What follows belongs to an exercise in optimizing a design on an open flow for small area, a short achievable clock period and few clock cycles per item; a production flow would make more cautious choices.
The RTL was checked by simulation tests, not by an equivalence proof against the original design.

==> flow/design.v, too long to show whole: its modules and the start of the top module <==
// module cheb_fa: 4 lines
// module cheb_sel3: 3 lines
// module cheb_ha: 4 lines
// module cheb_bpp: 3 lines
// module cheb_bppn: 3 lines
// module cheb_mac2: 346 lines
// module cheb_mac1: 532 lines
// module cheb_mac0: 524 lines
// module cheb_dsub: 115 lines
// module cheb_accadd: 175 lines
// module cheb_cpa16: 75 lines
// module layer: 203 lines
module layer #(
    parameter integer WIDTH     = 16,
    parameter integer ACC_WIDTH = 22
)(
    input  logic              clk,
    input  logic              rst_n,
    input  logic              start,
    input  logic signed [WIDTH-1:0] x_in,
    output logic              ready,
    output logic              debug_bit,
    output logic signed [WIDTH-1:0]     y_out,
    output logic signed [ACC_WIDTH-1:0] acc_out
);
  // ...
==> flow/flow/run.sh <==
#!/bin/bash
# The standard layout (the standard.sh), in three parts:
#  1. the standard synthesis;
#  3. the rest of the standard flow, with timing repair aimed at a setup
#     slack margin of 6.9 ns and free to resize cells across footprints, so
#     that it buffers and sizes up what the critical paths need, and with
#     every input and output port buffered by a plain buf_2 (the standard
#     flow's port buffers here are delay cells). The SDC, clock period and
#     I/O constraints are unchanged.
set -euo pipefail
bash standard.sh synth > synth.log 2>&1
openroad -no_init -exit flow/presize.tcl > presize.log 2>&1
bash standard.sh SETUP_SLACK_MARGIN=6.9 MATCH_CELL_FOOTPRINT=0 \
  "BUFFER_PORTS_ARGS=-buffer_cell sky130_fd_sc_hd__buf_2" finish > standard.log 2>&1
==> flow/flow/presize.tcl <==
# After the standard synthesis, before the standard floorplan:
#  - take out the buffers ABC put in (the layout's repair buffers what it needs);
#  - give flip-flops that drive many loads a stronger drive (same cell type,
#    dfxtp_1 -> dfxtp_2 or dfxtp_4).
set odb orfs/results/sky130hd/layer/base/1_synth.odb
read_db $odb
read_liberty $::env(FLOW_HOME)/platforms/sky130hd/lib/sky130_fd_sc_hd__tt_025C_1v80.lib
remove_buffers
set db [ord::get_db]
set block [ord::get_db_block]
set aoi1 [$db findMaster sky130_fd_sc_hd__a22oi_1]
set ff2 [$db findMaster sky130_fd_sc_hd__dfxtp_2]
set ff4 [$db findMaster sky130_fd_sc_hd__dfxtp_4]
set n 0
set f2 0
set f4 0
foreach inst [$block getInsts] {
  set m [[$inst getMaster] getName]
  if {$m eq "sky130_fd_sc_hd__a22oi_2"} {
    $inst swapMaster $aoi1
    incr n
  } elseif {$m eq "sky130_fd_sc_hd__dfxtp_1"} {
    set q [$inst findITerm Q]
    set net [$q getNet]
    if {$net eq "NULL"} { continue }
    set loads [expr {[llength [$net getITerms]] - 1 + [llength [$net getBTerms]]}]
    if {$loads >= 12} {
      $inst swapMaster $ff4
      incr f4
    } elseif {$loads >= 6} {
      $inst swapMaster $ff2
      incr f2
    }
  }
}
puts "a22oi_2 -> a22oi_1: $n; dfxtp_1 -> dfxtp_2: $f2, -> dfxtp_4: $f4"
write_db $odb
==> flow/standard.sh <==
#!/bin/bash
# synth_recipe.tcl (not shown) runs the flow's synth.tcl, then flattens the netlist and writes it again
# the make line also repeats each setting of config.mk as NAME=value (left out here)
make -C /OpenROAD-flow-scripts/flow DESIGN_CONFIG=/design/flow/config.mk WORK_HOME=/design/flow/orfs CLKGATE_MAP_FILE= SYNTH_SCRIPT=/design/flow/synth_recipe.tcl "${@:-finish}"
==> flow/config.mk <==
export PLATFORM = sky130hd
export DESIGN_NAME = layer
export DESIGN_NICKNAME = layer
export VERILOG_FILES = /design/flow/design.v
export SDC_FILE = /design/flow/constraint.sdc
export NUM_CORES = 4
export LEC_CHECK = 0
export CAP_MARGIN = 20
export CORE_MARGIN = 2
export CORE_UTILIZATION = 40
export CTS_BUF_LIST = sky130_fd_sc_hd__clkbuf_4 sky130_fd_sc_hd__clkbuf_8
export SLEW_MARGIN = 20
export SYNTH_HIERARCHICAL = 1
export SYNTH_MINIMUM_KEEP_SIZE = 0
==> flow/constraint.sdc <==
create_clock -name core_clock -period 10.0 [get_ports {clk}]
set_input_delay 2.0000 -clock core_clock [delete_from_list [all_inputs] [get_ports {clk}]]
set_output_delay 2.0000 -clock core_clock [all_outputs]
set_load 0.01 [all_outputs]
==> metrics.md, run 1 <==
| Metric | Value |
|---|---|
| Status | `finished clean` |
| Met1 Routed Length | `roughly 26 mm` |
| Final TNS setup | `0 ns` |
| 1st-iter DRT viols | `~1,300` |
| Total vias in the final route | `about 18,000` |
| Post-route clock period utilization | `about a third` |
| Met1 usage | `roughly 23%` |
| Worst r2r src | `b0s[0]` |
| Multi-In Gates | `between 1,500 and 2,000` |
| Hold Path Depth | `0` |
| Largest net degree at the start of global routing | `42` |
| Grt ovf | `0` |
| Req. time, crit path | `~8.0 ns` |
| Setup crit start kind | `register` |
| Worst Path Max Fanout | `1` |
| GPL Wtd Cong | `approximately 0.85` |
| CTS clk-pin slew, worst paths | `approximately 0.060 ns` |
| Fin. max-slew vios | `0` |
| Initial antenna violation count | `0` |
| Flop2flop setup slack | `6.92 ns` |
| RSZ-0062 raised after global routing | `yes` |
| Worst reg2reg path depth | `12` |
| Max Cap Viol | `0` |
| Final #Nets | `between 2,000 and 3,000` |
| CTS buffer count | `73` |
| Syn_nets | `approximately 2,700` |
| Inverters | `about 120` |
| Initial Utilization | `roughly two fifths` |
| Fill count | `~6,000` |
| CP cell instances | `buf_2` |
| CP peak stage delay | `about 0.36 ns` |
| Tightest Pin Transition | `approximately 0.86 ns` |
| FF+latch count | `a little under 400` |
| Share of layout cells above drive strength 1 | `~17%` |
| CTS tree | `done` |
| DRC viols | `0` |
Testbench counts, summed over its fixed seeds: cycles 8,840, items 384.
==> run 2: changes to the inputs <==
--- a/flow/config.mk
+++ b/flow/config.mk
@@ -8,7 +8,9 @@
 export CAP_MARGIN = 20
 export CORE_MARGIN = 2
 export CORE_UTILIZATION = 40
-export CTS_BUF_LIST = sky130_fd_sc_hd__clkbuf_4 sky130_fd_sc_hd__clkbuf_8
+export CTS_BUF_LIST = sky130_fd_sc_hd__clkbuf_16
+export CTS_CLUSTER_DIAMETER = 150
+export CTS_CLUSTER_SIZE = 30
 export SLEW_MARGIN = 20
 export SYNTH_HIERARCHICAL = 1
 export SYNTH_MINIMUM_KEEP_SIZE = 0
==> metrics.md, run 2 <==
| Metric | Value |
|---|---|
| Worst Path Max Fanout | `6 (+5)` |
| Post-route clock period utilization | `31.0% (-0.44 points)` |
| Vias in the first global route | `between 15,000 and 20,000` |
| Post-synthesis cell area | `~26,000 um^2` |
| Tightest Pin Transition | `0.844 ns (-0.0129 ns)` |
| Die X-Extent | `260 um` |
| Setup crit start kind | `register` |
| Initial Utilization | `40.5% (unchanged)` |
| HPWL Detailed | `around 44 mm` |
| Global-route wire length before repair | `98.3 mm` |
| Share of layout cells above drive strength 1 | `12.6% (-4.0 points)` |
| Via density | `~5.4` |
| # setup viols final | `0` |
| CP bufs+invs | `0` |
| Worst Hold Launch | `e3[9]` |
| Slew HR | `43.5%` |
| Kind of critical path | `reg2reg` |
| Critical path origin | `b0s[0]` |
| CTS clk-pin slew, worst paths | `0.12 ns (+0.06 ns)` |
| Max clock buf depth | `3` |
| Most frequent cells in the layout | `369 x xnor2_1, 319 x a22oi_1, 288 x fa_1` |
| Status | `finished clean` |
| Clock Root Buffer | `clkbuf_16` |
| Initial antenna violation count | `0 (unchanged)` |
| Post-Syn Instances | `2,258` |
| Pre-CTS WS | `around 6.6 ns` |
| CP cell instances | `fa_1, ha_2, fa_2, a211oi_4, o211ai_2, a31oi_4, o21ai_2, a21o_1, ha_4, mux2i_1, o21ai_1, and2_1` |
| H-tree levels | `1` |
| Commonest non-fill, non-tap cell in the layout | `xnor2_1` |
| Routed WL | `between 60 and 70 mm` |
| Ys Warns | `8` |
| Total vias in the final route | `17,500 (-2.0%)` |
| Port bufs | `between 50 and 60` |
| Worst Slack Setup Final | `slightly below 7 ns` |
| CTS tree | `done` |
| Critical Path AT | `3.54 ns` |
| Skew-Pair Late Insertion Delay | `approximately 0.55 ns` |
| Sink Count | `398` |
| Endpoint class of the critical path | `register` |
| GPL Wtd Cong | `0.852 (unchanged)` |
| Top Family by Delay on Critical Path | `adder cells` |
| Syn Area/Cell | `around 12 um^2` |
| Setup Skew | `0.0262 ns` |
| CP peak stage delay | `0.47 ns (+0.11 ns)` |
| Std-Cell Rows | `a little over 90` |
| All-layer global routing usage | `a little under a fifth` |
| Fin. Hold Viols | `0` |
| CTS buffer count | `17 (-77%)` |
| RSZ-0062 raised after global routing | `yes` |
| CTS Hold Buffers Added | `0` |
| ANT cells | `0` |
| Final TNS setup | `0 ns (unchanged)` |
| CP max-delay cell | `fa_1` |
| 1st-iter DRT viols | `1,311 (+2.9%)` |
| Clock period minus worst slack | `about 3.1 ns` |
| Max Cap Viol | `0 (unchanged)` |
| Area Overhead vs Synth | `8.85%` |
| Max Freq | `around 320 MHz` |
| Hold crit path type | `reg2reg` |
| Flop2flop setup slack | `6.90 ns (-0.02 ns)` |
| Die ar. | `between 60,000 and 70,000 um^2` |
| Worst r2r src | `b0s[0]` |
| Fill count | `6,054 (+1.6%)` |
| Core area | `64,500 um^2` |
| Largest registers | `e2 (24), e3 (24), e4 (24)` |
| Die Y-Extent | `around 260 um` |
| Avg WL per Cell | `about 19 um` |
| Min Hold Slack | `approximately 0.32 ns` |
| Grt ovf | `0 (unchanged)` |
| Fin. max-slew vios | `0 (unchanged)` |
| Final #Nets | `2,850 (-1.5%)` |
| Syn_nets | `2,736 (unchanged)` |
| DRC viols | `0 (unchanged)` |
| Largest net degree at the start of global routing | `42 (unchanged)` |
| # IOs | `59` |
| Antenna Nets Post-Route | `0` |
| Req. time, crit path | `10.44 ns (+2.44 ns)` |
| Pre-antenna DRT Iters | `6` |
-- run 2: cell count changes in the layout (fill, tap and decap cells not counted), moves of 12 or more --
cell       before  now
buf_2          45   58
clkbuf_4       19    0
buf_6          17    5
clkbuf_8       86    0
clkbuf_16       0   17
-- run 2: metal layers --
layer	GRT usage, %	wire (um)	up-vias
met2	32.1	30400	618
met3	1.56	2960	108
met5	0	0	-
met4	6.11	1870	0
li1	-	-	8122
met1	23.1	25800	8632
-- run 2: area by class of cell --
cell class              instances  area (um^2)  area share, %
inverters                     122          458           1.61
clock buffers                  17          425           1.50
flip-flops and latches        398         8470           29.8
repair buffers                 95          674           2.37
clock inverters                12         62.6          0.220
well taps                     855         1070           3.76
multi-input cells            1738        17300           60.8
-- run 2: final timing paths --
check	end	cells past startpoint
max in group asynchronous	cnt[2]	1
hold reg to reg	e4[9]	0
min in group asynchronous	cnt[2]	1
hold / removal	e4[9]	0
setup reg to reg	u[16]	12
setup / recovery	u[16]	12
-- run 2: stage by stage --
stage | util, % | cell area [um^2] | cells
finish | 44.1 | 28400 | 3237
global route | 44.1 | 28400 | 3237
CTS | 43.6 | 28100 | 3210
detailed placement | 42.7 | 27500 | 3172
global placement | 42.7 | 27500 | 3172
floorplan | - | 26100 | 2258
-- run 2: worst register-to-register path, stage by stage, from the launching register on --
cell and delay (ns):
dfxtp_2 0.35, fa_1 0.47, ha_2 0.19, fa_2 0.36, a211oi_4 0.24, o211ai_2 0.16
a31oi_4 0.20, o21ai_2 0.08, a21o_1 0.19, ha_4 0.33, mux2i_1 0.19, o21ai_1 0.07
and2_1 0.15
-- run 2: repair_timing --
item / CTS / global route
endpoints found under the setup margin: 6 / 20
endpoints found under the hold margin: 0 / 0
buffers inserted: 9 / 27
resized for setup: 5 / 15
pin swaps: 8 / 9
==> run 3: changes to the inputs <==
--- a/flow/config.mk
+++ b/flow/config.mk
@@ -9,8 +9,8 @@
 export CORE_MARGIN = 2
 export CORE_UTILIZATION = 40
 export CTS_BUF_LIST = sky130_fd_sc_hd__clkbuf_16
-export CTS_CLUSTER_DIAMETER = 150
-export CTS_CLUSTER_SIZE = 30
+export CTS_CLUSTER_DIAMETER = 80
+export CTS_CLUSTER_SIZE = 24
 export SLEW_MARGIN = 20
 export SYNTH_HIERARCHICAL = 1
 export SYNTH_MINIMUM_KEEP_SIZE = 0
==> metrics.md, run 3 <==
| Metric | Value |
|---|---|
| Status | `finished clean` |
| Endpoint class of the critical path | `output pin` |
| Worst Slack Setup Final | `6.90 ns (+0.00170 ns)` |
| Post-Syn Instances | `2,258 (unchanged)` |
| Setup Skew | `0.0404 ns (+0.0142 ns)` |
| Req. time, crit path | `8.00 ns (-2.44 ns)` |
| Share of layout cells above drive strength 1 | `13.4% (+0.89 points)` |
| Pre-CTS WS | `6.61 ns (unchanged)` |
| Area Overhead vs Synth | `10.5%` |
| CTS clk-pin slew, worst paths | `0.09 ns (-0.03 ns)` |
| Fin. max-slew vios | `0 (unchanged)` |
| Skew-Pair Late Insertion Delay | `0.60 ns (+0.05 ns)` |
| Avg WL per Cell | `18.7 um (-0.66%)` |
| Global-route wire length before repair | `98.5 mm (+0.22%)` |
| Max Freq | `323 MHz (about the same)` |
| All-layer global routing usage | `18.1% (+0.021 points)` |
| Fin. Hold Viols | `0 (unchanged)` |
| R2r endpoint | `u[17]` |
| Sink Count | `398 (unchanged)` |
| Grt ovf | `0 (unchanged)` |
| DRC viols | `0 (unchanged)` |
| Syn_nets | `2,736 (unchanged)` |
| Max clock buf depth | `3 (unchanged)` |
| ANT cells | `0 (unchanged)` |
| Fill count | `6,014 (-0.66%)` |
| Core area | `64,500 um^2 (unchanged)` |
| Min Hold Slack | `0.324 ns (+0.00613 ns)` |
| Clock Root Buffer | `clkbuf_16` |
| RSZ-0062 raised after global routing | `yes` |
| CTS tree | `done` |
| Most frequent cells in the layout | `369 x xnor2_1, 317 x a22oi_1, 288 x fa_1` |
| Clock period minus worst slack | `3.10 ns (-0.00170 ns)` |
| Max Cap Viol | `0 (unchanged)` |
| Kind of critical path | `reg2out` |
| Routed WL | `60.9 mm (-0.23%)` |
| CP max-delay cell | `dfrtp_1` |
| Port bufs | `58 (unchanged)` |
| Endpoint, Worst Hold | `i1[2]` |
| Initial antenna violation count | `0 (unchanged)` |
| Antenna Nets Post-Route | `0 (unchanged)` |
| Largest net degree at the start of global routing | `42 (unchanged)` |
| Largest registers | `e2 (24), e3 (24), e4 (24)` |
| Flop2flop setup slack | `6.91 ns (about the same)` |
| Critical path origin | `ready` |
| Final #Nets | `2,853 (+0.11%)` |
| Critical Path AT | `1.10 ns (-2.44 ns)` |
| Pre-antenna DRT Iters | `6 (unchanged)` |
| Post-synthesis cell area | `26,100 um^2 (unchanged)` |
| Die ar. | `67,400 um^2 (unchanged)` |
| H-tree levels | `1 (unchanged)` |
| CP cell instances | `buf_2` |
| Worst Hold Launch | `i0[2]` |
| Setup crit start kind | `register` |
| Ys Warns | `8 (unchanged)` |
| Die Y-Extent | `260 um (unchanged)` |
| HPWL Detailed | `44.0 mm (unchanged)` |
| # IOs | `59 (unchanged)` |
| CP bufs+invs | `1 (+1)` |
| Syn Area/Cell | `11.6 um^2 (unchanged)` |
| # setup viols final | `0 (unchanged)` |
| Std-Cell Rows | `93 (unchanged)` |
| Initial Utilization | `40.5% (unchanged)` |
| Tightest Pin Transition | `0.843 ns (-0.000898 ns)` |
| Slew HR | `43.6% (+0.060 points)` |
| Commonest non-fill, non-tap cell in the layout | `xnor2_1` |
| Hold Path Depth | `0 (unchanged)` |
| Final TNS setup | `0 ns (unchanged)` |
| Hold crit path type | `reg2reg` |
| Top Family by Delay on Critical Path | `flip-flops` |
| CTS Hold Buffers Added | `0 (unchanged)` |
| Die X-Extent | `260 um (unchanged)` |
| Total vias in the final route | `17,500 (-0.034%)` |
| Post-route clock period utilization | `31.0% (about the same)` |
| Via density | `5.37 (-0.46%)` |
| Vias in the first global route | `18,400 (+0.44%)` |
| 1st-iter DRT viols | `1,155 (-12%)` |
| Worst r2r src | `b0s[0]` |
| Worst Path Max Fanout | `1 (-5)` |
| Worst reg2reg path depth | `12 (unchanged)` |
| GPL Wtd Cong | `0.852 (unchanged)` |
| CP peak stage delay | `0.37 ns (-0.10 ns)` |
| CTS buffer count | `27 (+10)` |
-- run 3: area by class of cell --
cell class / instances / area (um^2) / share of cell area, %
multi-input cells: 1738 / 17300 / 59.9
inverters: 122 / 458 / 1.59
well taps: 855 / 1070 / 3.71
clock inverters: 21 / 230 / 0.798
clock buffers: 29 / 726 / 2.52
repair buffers: 88 / 618 / 2.14
flip-flops and latches: 398 / 8470 / 29.3
-- run 3: through the flow --
step | cells | cell area [um^2] | util [%]
finish | 3251 | 28900 | 44.8
floorplan | 2258 | 26100 | -
CTS | 3231 | 28500 | 44.3
global placement | 3172 | 27500 | 42.7
global route | 3251 | 28900 | 44.8
detailed placement | 3172 | 27500 | 42.7
-- run 3: metal layers --
| metal | up-vias | part of all wire (%) | global-route usage, % | wire length [um] |
|---|---|---|---|---|
| met5 | - | 0 | 0 | 0 |
| met1 | 8587 | 42 | 22.9 | 25400 |
| met2 | 621 | 50 | 32.2 | 30400 |
| met3 | 109 | 5.4 | 1.90 | 3270 |
| met4 | 0 | 3.1 | 6.23 | 1900 |
| li1 | 8157 | - | - | - |
-- run 3: worst max path at each step --
stage	endpoint	slack (ns)	cells past startpoint
after global routing	u[19]	6.74	12
after global placement	u[16]	6.65	12
after floorplan	u[18]	6.92	12
after detailed placement	u[16]	6.61	12
after CTS	u[18]	6.78	12
final	ready	6.90	1
-- run 3: timing repair --
item	in CTS	in global routing
resized for setup	6	17
endpoints found under the setup margin	11	19
pin swaps	8	9
setup buffers	9	20
==> run 4: changes to the inputs <==
--- a/flow/config.mk
+++ b/flow/config.mk
@@ -9,8 +9,8 @@
 export CORE_MARGIN = 2
 export CORE_UTILIZATION = 40
 export CTS_BUF_LIST = sky130_fd_sc_hd__clkbuf_16
-export CTS_CLUSTER_DIAMETER = 80
-export CTS_CLUSTER_SIZE = 24
+export CTS_CLUSTER_DIAMETER = 120
+export CTS_CLUSTER_SIZE = 20
 export SLEW_MARGIN = 20
 export SYNTH_HIERARCHICAL = 1
 export SYNTH_MINIMUM_KEEP_SIZE = 0
==> metrics.md, run 4 <==
| Metric | Value |
|---|---|
| Area Overhead vs Synth | `9.62%` |
| Endpoint class of the critical path | `register` |
| Status | `finished clean` |
| Total vias in the final route | `17,400 (-0.50%)` |
| Worst reg2reg path depth | `12 (unchanged)` |
| Syn_nets | `2,736 (unchanged)` |
| Final instance area | `28,600 um^2 (-0.75%)` |
| DP Area | `27,500 um^2 (unchanged)` |
| Std-Cell Rows | `93 (unchanged)` |
| RSZ-0062 raised after global routing | `yes` |
| CTS Hold Buffers Added | `0 (unchanged)` |
| Kind of critical path | `reg2reg` |
| Die ar. | `67,400 um^2 (unchanged)` |
| Worst Path Max Fanout | `6 (+5)` |
| # setup viols final | `0 (unchanged)` |
| Skew-Pair Late Insertion Delay | `0.59 ns (about the same)` |
| Hold crit path type | `reg2reg` |
| Post-synthesis cell area | `26,100 um^2 (unchanged)` |
| Max Cap Viol | `0 (unchanged)` |
| Pre-antenna DRT Iters | `5 (-1)` |
| Max Freq | `322 MHz (-0.14%)` |
| Final #Nets | `2,853 (unchanged)` |
| Post-route clock period utilization | `31.0% (+0.043 points)` |
| Hold Path Depth | `0 (unchanged)` |
| Setup crit start kind | `register` |
| Die X-Extent | `260 um (unchanged)` |
| Slew HR | `43.4% (-0.15 points)` |
| Fin. Hold Viols | `0 (unchanged)` |
| Clock period minus worst slack | `3.10 ns (+0.00429 ns)` |
| Share of layout cells above drive strength 1 | `12.8% (-0.68 points)` |
| Initial Utilization | `40.5% (unchanged)` |
| Min Hold Slack | `0.322 ns (-0.00132 ns)` |
| # IOs | `59 (unchanged)` |
| Routed WL | `61.4 mm (+0.72%)` |
| GPL Wtd Cong | `0.852 (unchanged)` |
| CTS buffer count | `24 (-11%)` |
| DRC viols | `0 (unchanged)` |
| Port bufs | `58 (unchanged)` |
| Initial antenna violation count | `0 (unchanged)` |
| Max clock buf depth | `3 (unchanged)` |
| CTS tree | `done` |
| Global-route wire length before repair | `98.6 mm (+0.11%)` |
| Grt ovf | `0 (unchanged)` |
| Tightest Pin Transition | `0.846 ns (+0.00232 ns)` |
| Critical Path AT | `3.55 ns (+2.45 ns)` |
| Final TNS setup | `0 ns (unchanged)` |
| ANT cells | `0 (unchanged)` |
| Largest registers | `e2 (24), e3 (24), e4 (24)` |
| Die Y-Extent | `260 um (unchanged)` |
| Core area | `64,500 um^2 (unchanged)` |
| H-tree levels | `1 (unchanged)` |
| Ys Warns | `8 (unchanged)` |
| All-layer global routing usage | `18.2% (+0.071 points)` |
| Fin. max-slew vios | `0 (unchanged)` |
| Most frequent cells in the layout | `369 x xnor2_1, 318 x a22oi_1, 288 x fa_1` |
| Syn Area/Cell | `11.6 um^2 (unchanged)` |
| Post-Syn Instances | `2,258 (unchanged)` |
| HPWL Detailed | `44.0 mm (unchanged)` |
| Clock Root Buffer | `clkbuf_16` |
| Setup Skew | `0.0502 ns (+0.00988 ns)` |
| Avg WL per Cell | `18.9 um (+0.87%)` |
| Antenna Nets Post-Route | `0 (unchanged)` |
| Commonest non-fill, non-tap cell in the layout | `xnor2_1` |
| Req. time, crit path | `10.45 ns (+2.45 ns)` |
| Vias in the first global route | `18,400 (-0.044%)` |
| Sink Count | `398 (unchanged)` |
| 1st-iter DRT viols | `1,383 (+20%)` |
| Largest net degree at the start of global routing | `42 (unchanged)` |
| Via density | `5.36 (-0.34%)` |
| CTS clk-pin slew, worst paths | `0.09 ns (about the same)` |
-- run 4: worst paths after layout --
path / start / endpoint / slack, ns
worst max-delay path: b0s[0] / u[16] / 6.90
worst min-delay path: e3[5] / e4[5] / 0.32
worst max register to register: b0s[0] / u[16] / 6.90
worst min register to register: e3[5] / e4[5] / 0.32
max in group asynchronous: rst_n / cnt[2] / 8.46
min in group asynchronous: rst_n / v4 / 1.30
-- run 4: through the flow --
stage	instances	worst slack [ns]	util, %
after detailed placement	3172	6.61	42.7
final	3246	6.90	44.4
after global placement	3172	6.65	42.7
after global routing	3246	6.73	44.4
after CTS	3223	6.77	43.9
after floorplan	2258	6.92	-
-- run 4: final cells by class --
cell class | instances | area, um^2
flip-flops and latches | 398 | 8470
multi-input cells | 1738 | 17300
well taps | 855 | 1070
repair buffers | 91 | 666
fillers | 6028 | 35800
clock buffers | 24 | 601
clock inverters | 18 | 96.3
inverters | 122 | 458
-- run 4: repair_timing --
| item | 4_1_cts | 5_1_grt |
|---|---|---|
| pin swaps | 8 | 9 |
| hold endpoints to repair | 0 | 0 |
| setup endpoints to repair | 7 | 20 |
| buffers inserted | 9 | 23 |
| resized for setup | 5 | 15 |
-- run 4: worst max-delay path: stages, from the launching register on --
cell	delay (ns)
dfxtp_2	0.34
fa_1	0.48
ha_2	0.19
fa_2	0.36
a211oi_4	0.24
o211ai_2	0.16
a31oi_4	0.20
o21ai_2	0.08
a21o_1	0.19
ha_4	0.33
mux2i_1	0.19
o21ai_1	0.07
and2_1	0.15
-- run 4: per-layer routing --
metal  track usage (%)  wire length, um  vias to the layer above
li1                  -                -                     8126
met1              23.0            25800                     8555
met2              32.2            30500                      601
met3              1.85             3150                      105
met4              6.40             1890                        0
met5                 0                0                        -
==> run 5: changes to the inputs <==
--- a/flow/flow/presize.tcl
+++ b/flow/flow/presize.tcl
@@ -24,10 +24,10 @@
     set net [$q getNet]
     if {$net eq "NULL"} { continue }
     set loads [expr {[llength [$net getITerms]] - 1 + [llength [$net getBTerms]]}]
-    if {$loads >= 12} {
+    if {$loads >= 1000} {
       $inst swapMaster $ff4
       incr f4
-    } elseif {$loads >= 6} {
+    } elseif {$loads >= 1000} {
       $inst swapMaster $ff2
       incr f2
     }
==> metrics.md, run 5 <==
| Metric | Value |
|---|---|
| Status | `finished clean` |
| Grt ovf | `0 (unchanged)` |
| Pre-antenna DRT Iters | `5 (unchanged)` |
| Syn_nets | `2,736 (unchanged)` |
| Clock Root Buffer | `clkbuf_16` |
| Skew-Pair Late Insertion Delay | `0.57 ns (-0.02 ns)` |
| Kind of critical path | `reg2reg` |
| Via density | `5.48 (+2.3%)` |
| CTS clk-pin slew, worst paths | `0.09 ns (about the same)` |
| Avg WL per Cell | `18.9 um (-0.11%)` |
| Min Hold Slack | `0.327 ns (+0.00502 ns)` |
| Post-Syn Instances | `2,258 (unchanged)` |
| Post-synthesis cell area | `25,700 um^2 (-1.6%)` |
| Req. time, crit path | `10.45 ns (about the same)` |
| Die Y-Extent | `258 um (-0.78%)` |
| Max Freq | `314 MHz (-2.7%)` |
| Largest registers | `e2 (24), e3 (24), e4 (24)` |
| Die ar. | `66,300 um^2 (-1.6%)` |
| Vias in the first global route | `18,100 (-1.5%)` |
| Max Cap Viol | `0 (unchanged)` |
| Std-Cell Rows | `92 (-1.1%)` |
| GPL Wtd Cong | `0.889 (+4.4%)` |
| Share of layout cells above drive strength 1 | `10.6% (-2.2 points)` |
| Syn Area/Cell | `11.4 um^2 (-1.6%)` |
| Post-route clock period utilization | `31.9% (+0.87 points)` |
| All-layer global routing usage | `18.1% (-0.12 points)` |
| ANT cells | `0 (unchanged)` |
| Hold crit path type | `reg2reg` |
| Setup Skew | `0.0306 ns (-0.0197 ns)` |
| # IOs | `59 (unchanged)` |
| Fin. Hold Viols | `0 (unchanged)` |
| Antenna Nets Post-Route | `0 (unchanged)` |
| Clock period minus worst slack | `3.19 ns (+0.0867 ns)` |
| Total vias in the final route | `17,600 (+0.94%)` |
| Die X-Extent | `258 um (-0.78%)` |
| HPWL Detailed | `44.2 mm (+0.51%)` |
| Largest net degree at the start of global routing | `42 (unchanged)` |
| Ys Warns | `8 (unchanged)` |
| Sink Count | `398 (unchanged)` |
| 1st-iter DRT viols | `1,395 (+0.87%)` |
| Endpoint class of the critical path | `register` |
| DRC viols | `0 (unchanged)` |
| Fin. max-slew vios | `0 (unchanged)` |
| # setup viols final | `0 (unchanged)` |
| Initial Utilization | `40.6% (+0.084 points)` |
| Most frequent cells in the layout | `369 x xnor2_1, 319 x a22oi_1, 288 x fa_1` |
| RSZ-0062 raised after global routing | `yes` |
| Final #Nets | `2,833 (-0.70%)` |
| Global-route wire length before repair | `97.5 mm (-1.1%)` |
| CTS tree | `done` |
| CTS Hold Buffers Added | `0 (unchanged)` |
| Worst Path Max Fanout | `6 (unchanged)` |
| CP peak stage delay | `0.47 ns (about the same)` |
| Slew HR | `26.2% (-17 points)` |
| Final TNS setup | `0 ns (unchanged)` |
| Commonest non-fill, non-tap cell in the layout | `xnor2_1` |
| CP max-delay cell | `fa_1` |
| CP cell instances | `fa_1, ha_2, fa_2, a211oi_4, o211ai_2, a31oi_4, o21ai_2, a21o_1, ha_4, mux2i_1, o21ai_1, and2_1` |
| Core area | `63,300 um^2 (-1.8%)` |
| Critical Path AT | `3.64 ns (+0.09 ns)` |
| Initial antenna violation count | `0 (unchanged)` |
| Fill count | `5,987 (-0.68%)` |
| Setup crit start kind | `register` |
| Routed WL | `60.5 mm (-1.4%)` |
| H-tree levels | `1 (unchanged)` |
| Port bufs | `58 (unchanged)` |
| Max clock buf depth | `3 (unchanged)` |
| Area Overhead vs Synth | `9.31%` |
| Tightest Pin Transition | `1.11 ns (+0.262 ns)` |
| CTS buffer count | `23 (-4.2%)` |
run 5: cell types whose count changed in the layout (fill, tap and decap cells not counted), moves of 4 or more:
cell     before  now
buf_6         4    0
buf_4        20   14
dfxtp_2      32   43
dfxtp_1     249  282
dfxtp_4     103   59
inv_1       133  123
buf_12        9    0
run 5: layer usage:
layer | track usage (%) | up-vias | part of all wire (%)
met5 | 0 | - | 0
met4 | 5.68 | 0 | 2.9
met3 | 2.23 | 107 | 5.0
met2 | 32.0 | 607 | 50
met1 | 22.9 | 8746 | 42
li1 | - | 8090 | -
run 5: path summary, 6_finish.rpt:
kind	startpoint	end	slack [ns]	depth (start not counted)
max in group asynchronous	rst_n	v5	8.46	1
max	u[0]	u[18]	6.81	12
min reg2reg	e3[10]	e4[10]	0.33	0
min	e3[10]	e4[10]	0.33	0
min in group asynchronous	rst_n	active	1.31	1
max reg2reg	u[0]	u[18]	6.81	12
run 5: per-stage QoR:
step           instance area (um^2)  utilization [%]  worst slack, ns  cells
5_1_grt                       28100             44.4             6.67   3204
4_1_cts                       27900             44.1             6.71   3200
2_1_floorplan                 25700                -             6.91   2258
6_report                      28100             44.4             6.81   3204
3_3_place_gp                  27100             42.8             6.56   3168
3_5_place_dp                  27100             42.8             6.50   3168
run 5: timing repair:
action,CTS,global route
pin swaps,8,6
buffers inserted,4,4
resized for setup,97,70
setup endpoints to repair,65,48
run 5: layout make-up:
class | instances | area [um^2] | area share, %
clock buffers | 23 | 576 | 2.05
multi-input cells | 1738 | 17300 | 61.5
repair buffers | 72 | 395 | 1.41
inverters | 122 | 458 | 1.63
well taps | 846 | 1060 | 3.77
flip-flops and latches | 398 | 8310 | 29.6
clock inverters | 5 | 23.8 | 0.0846
run 5: critical path, delay by kind of cell, from the launching register on:
family / cells / cell delay, ns
flip-flops: 1 / 0.35
multiplexers: 1 / 0.21
AO/OA/AOI/OAI: 6 / 1.00
AND/OR/NAND/NOR: 1 / 0.15
adder cells (fa/ha/maj): 4 / 1.38
==> run 6: changes to the inputs <==
--- a/flow/flow/presize.tcl
+++ b/flow/flow/presize.tcl
@@ -24,7 +24,7 @@
     set net [$q getNet]
     if {$net eq "NULL"} { continue }
     set loads [expr {[llength [$net getITerms]] - 1 + [llength [$net getBTerms]]}]
-    if {$loads >= 1000} {
+    if {$loads >= 16} {
       $inst swapMaster $ff4
       incr f4
     } elseif {$loads >= 1000} {
==> metrics.md, run 6 <==
| Metric | Value |
|---|---|
| Tightest Pin Transition | `0.855 ns (-0.252 ns)` |
| Clock Root Buffer | `clkbuf_16` |
| Final TNS setup | `0 ns (unchanged)` |
| Gr busiest metal | `met2` |
| Vias in the first global route | `18,600 (+2.9%)` |
| Endpoint class of the critical path | `register` |
| Setup Skew | `0.0203 ns (-0.0103 ns)` |
| Critical Path AT | `3.60 ns (-0.04 ns)` |
| Die Y-Extent | `259 um (+0.55%)` |
| Met3 track demand over resource | `2.11% (-0.12 points)` |
| Port bufs | `58 (unchanged)` |
| Worst Slack Setup Final | `6.85 ns (+0.0354 ns)` |
| Worst r2r src | `u[0]` |
| DRC viols | `0 (unchanged)` |
| Pre-antenna DRT Iters | `5 (unchanged)` |
| ANT cells | `0 (unchanged)` |
| Worst Hold Launch | `e3[3]` |
| DP Area | `27,400 um^2 (+0.95%)` |
| All-layer global routing usage | `18.2% (+0.17 points)` |
| Share of layout cells above drive strength 1 | `11.7% (+1.2 points)` |
| Die X-Extent | `259 um (+0.55%)` |
| CP peak stage delay | `0.46 ns (about the same)` |
| Antenna Nets Post-Route | `0 (unchanged)` |
| Max clock buf depth | `3 (unchanged)` |
| Sink Count | `398 (unchanged)` |
| Fin. Hold Viols | `0 (unchanged)` |
| Skew-Pair Late Insertion Delay | `0.56 ns (about the same)` |
| Std-Cell Rows | `93 (+1.1%)` |
| HPWL Detailed | `43.7 mm (-1.1%)` |
| Avg WL per Cell | `19.0 um (+0.36%)` |
| Hold Path Depth | `0 (unchanged)` |
| Global-route wire length before repair | `99.0 mm (+1.5%)` |
| Pre-CTS WS | `6.58 ns (+0.0819 ns)` |
| Post-synthesis cell area | `26,000 um^2 (+1.1%)` |
| Setup crit start kind | `register` |
| R2r endpoint | `u[21]` |
| Final #Nets | `2,852 (+0.67%)` |
| Post-Syn Instances | `2,258 (unchanged)` |
| Routed WL | `61.5 mm (+1.6%)` |
| Die ar. | `67,100 um^2 (+1.1%)` |
| Final instance area | `28,400 um^2 (+1.1%)` |
| RSZ-0062 raised after global routing | `yes` |
| Slew HR | `42.8% (+17 points)` |
| Core area | `64,300 um^2 (+1.6%)` |
| Initial Utilization | `40.4% (-0.21 points)` |
| Max Cap Viol | `0 (unchanged)` |
| Fin. max-slew vios | `0 (unchanged)` |
| CP max-delay cell | `fa_1` |
| 1st-iter DRT viols | `1,254 (-10%)` |
| CP cell instances | `fa_1, ha_2, fa_2, a211oi_4, o211ai_2, a31oi_4, o21ai_2, a21o_1, ha_4, mux2i_2, o21ai_1, and2_1` |
| Grt ovf | `0 (unchanged)` |
| Commonest non-fill, non-tap cell in the layout | `xnor2_1` |
| CTS Hold Buffers Added | `0 (unchanged)` |
| Initial antenna violation count | `0 (unchanged)` |
| Total vias in the final route | `17,600 (+0.55%)` |
| Post-route clock period utilization | `31.5% (-0.35 points)` |
| Hold crit path type | `reg2reg` |
| Endpoint, Worst Hold | `e4[3]` |
| Worst reg2reg path depth | `12 (unchanged)` |
| Kind of critical path | `reg2reg` |
| # IOs | `59 (unchanged)` |
| Req. time, crit path | `10.45 ns (about the same)` |
| H-tree levels | `1 (unchanged)` |
| Max Freq | `317 MHz (+1.1%)` |
| GR met2 Demand/Resource | `33.2% (+1.2 points)` |
| Via density | `5.44 (-0.69%)` |
| Syn Area/Cell | `11.5 um^2 (+1.1%)` |
| CTS buffer count | `23 (unchanged)` |
| CTS tree | `done` |
| Fin util | `44.2% (-0.22 points)` |
| Clock period minus worst slack | `3.15 ns (-0.0354 ns)` |
| Worst Path Max Fanout | `6 (unchanged)` |
| Area Overhead vs Synth | `9.32% (about the same)` |
| Largest registers | `e2 (24), e3 (24), e4 (24)` |
| Flop2flop setup slack | `6.85 ns (+0.04 ns)` |
| Most frequent cells in the layout | `369 x xnor2_1, 316 x a22oi_1, 287 x fa_1` |
| Status | `finished clean` |
| Syn_nets | `2,736 (unchanged)` |
| Ys Warns | `8 (unchanged)` |
| Met1 usage | `22.5% (-0.36 points)` |
| Largest net degree at the start of global routing | `42 (unchanged)` |
| # setup viols final | `0 (unchanged)` |
| GPL Wtd Cong | `0.883 (-0.71%)` |
| CTS clk-pin slew, worst paths | `0.09 ns (about the same)` |
-- run 6: worst max path at each step --
| stage | from | end | slack (ns) | cells past startpoint |
|---|---|---|---|---|
| final | u[0] | u[21] | 6.85 | 12 |
| after global routing | u[0] | u[16] | 6.75 | 12 |
| after CTS | u[0] | u[21] | 6.72 | 12 |
| after detailed placement | u[0] | u[21] | 6.58 | 12 |
| after global placement | u[0] | u[16] | 6.66 | 12 |
| after floorplan | u[0] | u[16] | 6.92 | 12 |
-- run 6: critical path, delay by kind of cell, from the launching register on --
family,cells,cell delay [ns]
AO/OA/AOI/OAI,6,0.97
adder cells (fa/ha/maj),4,1.37
AND/OR/NAND/NOR,1,0.14
multiplexers,1,0.22
flip-flops,1,0.36
-- run 6: final cells by class --
class                           instances  area, um^2
Multi-Input combinational cell       1738       17300
Clock buffer                           23         576
Tap cell                              855        1070
Inverter                              122         458
Timing Repair Buffer                   91         561
Fill cell                            6003       35900
Clock inverter                         17        68.8
Sequential cell                       398        8380
-- run 6: stage by stage --
step	cells	hold WS, ns
final	3244	0.324
after global routing	3244	0.332
after CTS	3219	0.324
after detailed placement	3172	0.312
after global placement	3172	0.313
after floorplan	2258	0.309
-- run 6: routing by layer --
layer,vias to the layer above,wire length (um)
li1,8123,-
met5,-,0
met4,0,1530
met3,105,3130
met2,589,31300
met1,8830,25600
-- run 6: repair_timing --
| item | CTS | global route |
|---|---|---|
| pin swaps | 9 | 13 |
| setup buffers | 7 | 25 |
| endpoints found under the setup margin | 55 | 34 |
| gates cloned | 0 | 0 |
| resized for setup | 28 | 24 |

==> port drivers added, routing unchanged <==
Ports are ideal in the flow. The routed layouts listed here were re-timed in OpenROAD. Step 1, drivers: a clkbuf_16 drives clk and a buf_2 each remaining input, both assumed. Step 2 adds t to the input delays and takes it off the output delays; t is the mean of the earliest and latest rising clock arrival at the registers after step 1. Input paths then give back, and output paths get back, about the clock's delay inside the block. a / b / c = ideal ports / drivers / drivers and shift; a / b = the first two.
run | t, ns | slack for setup (ns) | hold WS [ns] | worst setup path at the end | worst register clock-pin slew, ns
run 1 | 0.700 | 6.858 / 6.804 / 6.816 | 0.324 / 0.324 / 0.324 | input to register | 0.07 / 0.07
run 2 | 0.589 | 6.901 / 6.901 / 6.798 | 0.317 / 0.317 / 0.317 | input to register | 0.12 / 0.12
run 3 | 0.639 | 6.903 / 6.846 / 6.846 | 0.324 / 0.324 / 0.324 | input to register | 0.09 / 0.09
run 4 | 0.628 | 6.899 / 6.861 / 6.832 | 0.322 / 0.322 / 0.322 | input to register | 0.09 / 0.09
run 5 | 0.613 | 6.812 / 6.812 / 6.812 | 0.327 / 0.327 / 0.327 | register to register | 0.09 / 0.09
run 6 | 0.615 | 6.847 / 6.847 / 6.788 | 0.324 / 0.324 / 0.324 | input to register | 0.09 / 0.09
After both steps setup and hold are still met in every run listed. For run 2, which loses most, drivers alone change the setup slack by 0.000 ns; drivers and shift together by -0.103 ns.
